Background: an optimization exercise with open tools, aiming at small area and a short achievable clock period. Do not read the settings as production practice.
Where RTL was checked, it was by simulation tests only, not by an equivalence proof against the original.
Power figures rest on the tool's default switching activity, not on a simulated workload.

==> inputs of v8 <==
==> flow/design.v (excerpt) <==
module SDC_fft #(
    parameter width = 12
) (
    input clk, rst_n,
    input signed [width-1:0] R, I,
    output signed [width-1:0] R_out, I_out,
    output done
);
    reg [4:0] count;
    reg done_r;                   
    always @(posedge clk or negedge rst_n) begin
        if (!rst_n) begin
            count <= 0;
            done_r <= 1'b0;
        end else begin
            if (count != 27) count <= count + 1'b1;
            done_r <= count[4] & count[3] & ~count[2] & count[1];    
        end
    end
    assign done = done_r;
    reg [3:0] ph;
    always @(posedge clk or negedge rst_n) begin
        if (!rst_n) ph <= 4'hf;
        else ph <= ph + 1'b1;
    end
    wire [3:0] pn = ph + 1'b1;
    wire [3:0] t1n = pn - 4'd14;        
    wire [3:0] t2n = pn - 4'd11;        
    wire [3:0] e2n = pn - 4'd9, e3n = pn - 4'd14, e4n = pn - 4'd1;
    wire [3:0] e5n = pn - 4'd3, e6n = pn - 4'd5;
    reg [7:0] sel1a, sel1n;       
    reg [3:0] sel2a, sel2b, sel2c, sel2d;
    reg s1bf, s2bf, s3bf, s4bf, s4j, x1, x2;
    always @(posedge clk) begin
        sel1a <= t1n[3] ? 8'd1 : (8'd1 << t1n[2:0]);
        sel1n <= ~(t1n[3] ? 8'd1 : (8'd1 << t1n[2:0]));
        sel2a <= t2n[2] ? (4'd1 << t2n[1:0]) : 4'd1;
        sel2b <= t2n[2] ? (4'd1 << t2n[1:0]) : 4'd1;
        sel2c <= t2n[2] ? (4'd1 << t2n[1:0]) : 4'd1;
        sel2d <= t2n[2] ? (4'd1 << t2n[1:0]) : 4'd1;
        s1bf <= pn[3];
        s2bf <= e2n[2];
        s3bf <= e3n[1];
        s4bf <= e4n[0];
        s4j <= e4n[1];
        x1 <= e5n[2] & ~e5n[1];
        x2 <= e6n[3] & ~e6n[2];
    end
    reg signed [11:0] xr, xi;
    always @(posedge clk) begin
        xr <= R;
        xi <= I;
    end
    reg signed [11:0] d1r [0:5];
    reg signed [11:0] d1i [0:5];
    reg signed [12:0] d1a, d1b;           
    reg [11:0] d1rn, d1in;                
    reg [12:0] d1an, d1bn;                
    reg [21:0] d1rs, d1rc, d1is, d1ic;    
    reg signed [11:0] d1r7, d1i7;
    wire signed [12:0] s1sr = d1r7 + xr, s1dr = d1r7 - xr;
    wire signed [12:0] s1si = d1i7 + xi, s1di = d1i7 - xi;
    wire signed [11:0] s1or = s1bf ? s1sr[12:1] : d1r7;
  ...
Settings: LEC_CHECK=0, ABC_CLOCK_PERIOD_IN_PS=3400, CAP_MARGIN=20, CORE_MARGIN=2, CORE_UTILIZATION=65, CTS_CLUSTER_DIAMETER=80, CTS_CLUSTER_SIZE=30, SLEW_MARGIN=20, TNS_END_PERCENT=10; clock period 10.0 ns.
standard.sh (not shown) runs the stock make flow with config.mk's settings and CLKGATE_MAP_FILE= SYNTH_SCRIPT=/design/flow/synth_recipe.tcl, a recipe that flattens the netlist after the stock synthesis.
==> flow/flow/run.sh <==
#!/bin/bash
set -o pipefail
export SETUP_SLACK_MARGIN=6.6
bash standard.sh > standard.log 2>&1
==> v30: changes against v8 <==
CORE_UTILIZATION = 55   (was 65)
==> v19: changes against v8 <==
CORE_UTILIZATION = 40   (was 65)
CTS_CLUSTER_DIAMETER = default   (was 80)
CTS_CLUSTER_SIZE = default   (was 30)
TNS_END_PERCENT = default   (was 10)
==> v24: changes against v8 <==
CORE_UTILIZATION = 60   (was 65)
==> run_results.csv <==
group,metric,value,unit
clocking,clk_pin_slew,0.11,ns
power,pwr-share-clk,0.129,
die,initial_utilization,0.5538,
placed_design,dpl_cell_area,0.04665,sq mm
route,num_vias,31750,
global_routing,grtUsageMet3,0.04123,
outcome,status,"complete, no violations",
-- figures above: v30

==> run_results.csv <==
group,metric,value,unit
power,pwr-share-clk,0.125,
route,num_vias,31930,
placed_design,dpl_cell_area,0.04653,sq mm
outcome,status,"complete, no violations",
-- figures above: v24

==> run_results.csv <==
group,metric,value,unit
outcome,status,"complete, no violations",
die,initial_utilization,0.6586,
route,num_vias,32600,
power,pwr-share-clk,0.126,
-- figures above: v8

==> run_results.csv <==
group,metric,value,unit
die,initial_utilization,0.4029,
outcome,status,"complete, no violations",
global_routing,grtUsageMet3,0.03448,
power,pwr-share-clk,0.203,
-- figures above: v19


---

==> inputs of trial 80 <==
SDC_fft, a different RTL version from the one above (not shown whole).
clock: 10.0 ns
lec_check: 0
abc_clock_period_in_ps: 3400
cap_margin: 20
core_margin: 2
core_utilization: 40
slew_margin: 20
Scripts as last shown in full above: flow/flow/run.sh
==> trial 54: changes against trial 80 <==
- TNS_END_PERCENT: unset -> 10
==> build 51: changes against trial 80 <==
--- a/flow/design.v
+++ b/flow/design.v
@@ -3,19 +3,25 @@
 ) (
     input clk, rst_n,
     input signed [width-1:0] R, I,
     output signed [width-1:0] R_out, I_out,
     output done
 );
     reg [4:0] count;
+    reg done_r;                   
     always @(posedge clk or negedge rst_n) begin
-        if (!rst_n) count <= 0;
-        else if (count != 27) count <= count + 1'b1;
+        if (!rst_n) begin
+            count <= 0;
+            done_r <= 1'b0;
+        end else begin
+            if (count != 27) count <= count + 1'b1;
+            done_r <= count[4] & count[3] & ~count[2] & count[1];    
+        end
     end
-    assign done = count[4] & count[3] & ~count[2] & count[1] & count[0];
+    assign done = done_r;
     reg [3:0] ph;
     always @(posedge clk or negedge rst_n) begin
         if (!rst_n) ph <= 4'hf;
         else ph <= ph + 1'b1;
     end
     wire [3:0] pn = ph + 1'b1;
     wire [3:0] t1n = pn - 4'd14;        
- CORE_UTILIZATION: 40 -> 55
- TNS_END_PERCENT: unset -> 10
==> comparison <==
The lowest first-iteration DRC count belongs to trial 54, the highest to trial 80. Synthesized cell count is the same in trial 80 and trial 54. Total power: trial 80 is higher than build 51 (about 1.6%). Design area: trial 80 > trial 54 > build 51. In trial 80 the via count is higher than in build 51, by about 2.4%. Global-route usage: build 51 > trial 80 > trial 54. Of trial 54 and trial 80, trial 80 has the higher wire length (gap 2.5%, measured against trial 80). Against build 51, the core utilization of trial 54 is lower by 17 points. Non-clock buffer count: build 51 < trial 54 < trial 80. In register-to-register slack, build 51 and trial 80 hardly differ.
Function not checked in build 51: the RTL went through the layout flow alone.

==> static timing again, ports no longer ideal <==
How much do the figures lean on ideal ports? The routed layouts below were timed once more, with nothing changed but the port constraints.
Step 1, drivers: a clkbuf_16 drives clk and a buf_2 each remaining input, both assumed.
Step 2 also shifts input and output timing later by t, the mid clock arrival at the registers, as if the neighbouring blocks saw the same clock.
Three values: ideal ports, drivers, drivers and shift; two values: the first two.
run	t (ns)	setup slack, ns	latest minus earliest clock arrival (ns)	worst register clock-pin slew, ns	worst data-port slew with drivers (ns)
v8	0.667	6.497 / 6.468 / 6.497	0.025 / 0.025	0.11 / 0.11	0.07
v30	0.686	6.505 / 6.458 / 6.505	0.034 / 0.034	0.11 / 0.11	0.06
v19	0.736	6.460 / 6.460 / 6.460	0.053 / 0.053	0.07 / 0.07	0.10
v24	0.674	6.505 / 6.440 / 6.507	0.043 / 0.043	0.11 / 0.11	0.07
trial 80	0.747	6.395 / 6.395 / 6.395	0.036 / 0.036	0.06 / 0.06	0.05
trial 54	0.716	6.411 / 6.400 / 6.411	0.050 / 0.051	0.07 / 0.07	0.05
build 51	0.703	6.388 / 6.385 / 6.388	0.035 / 0.035	0.07 / 0.07	0.04
After both steps setup and hold are still met in every run listed.
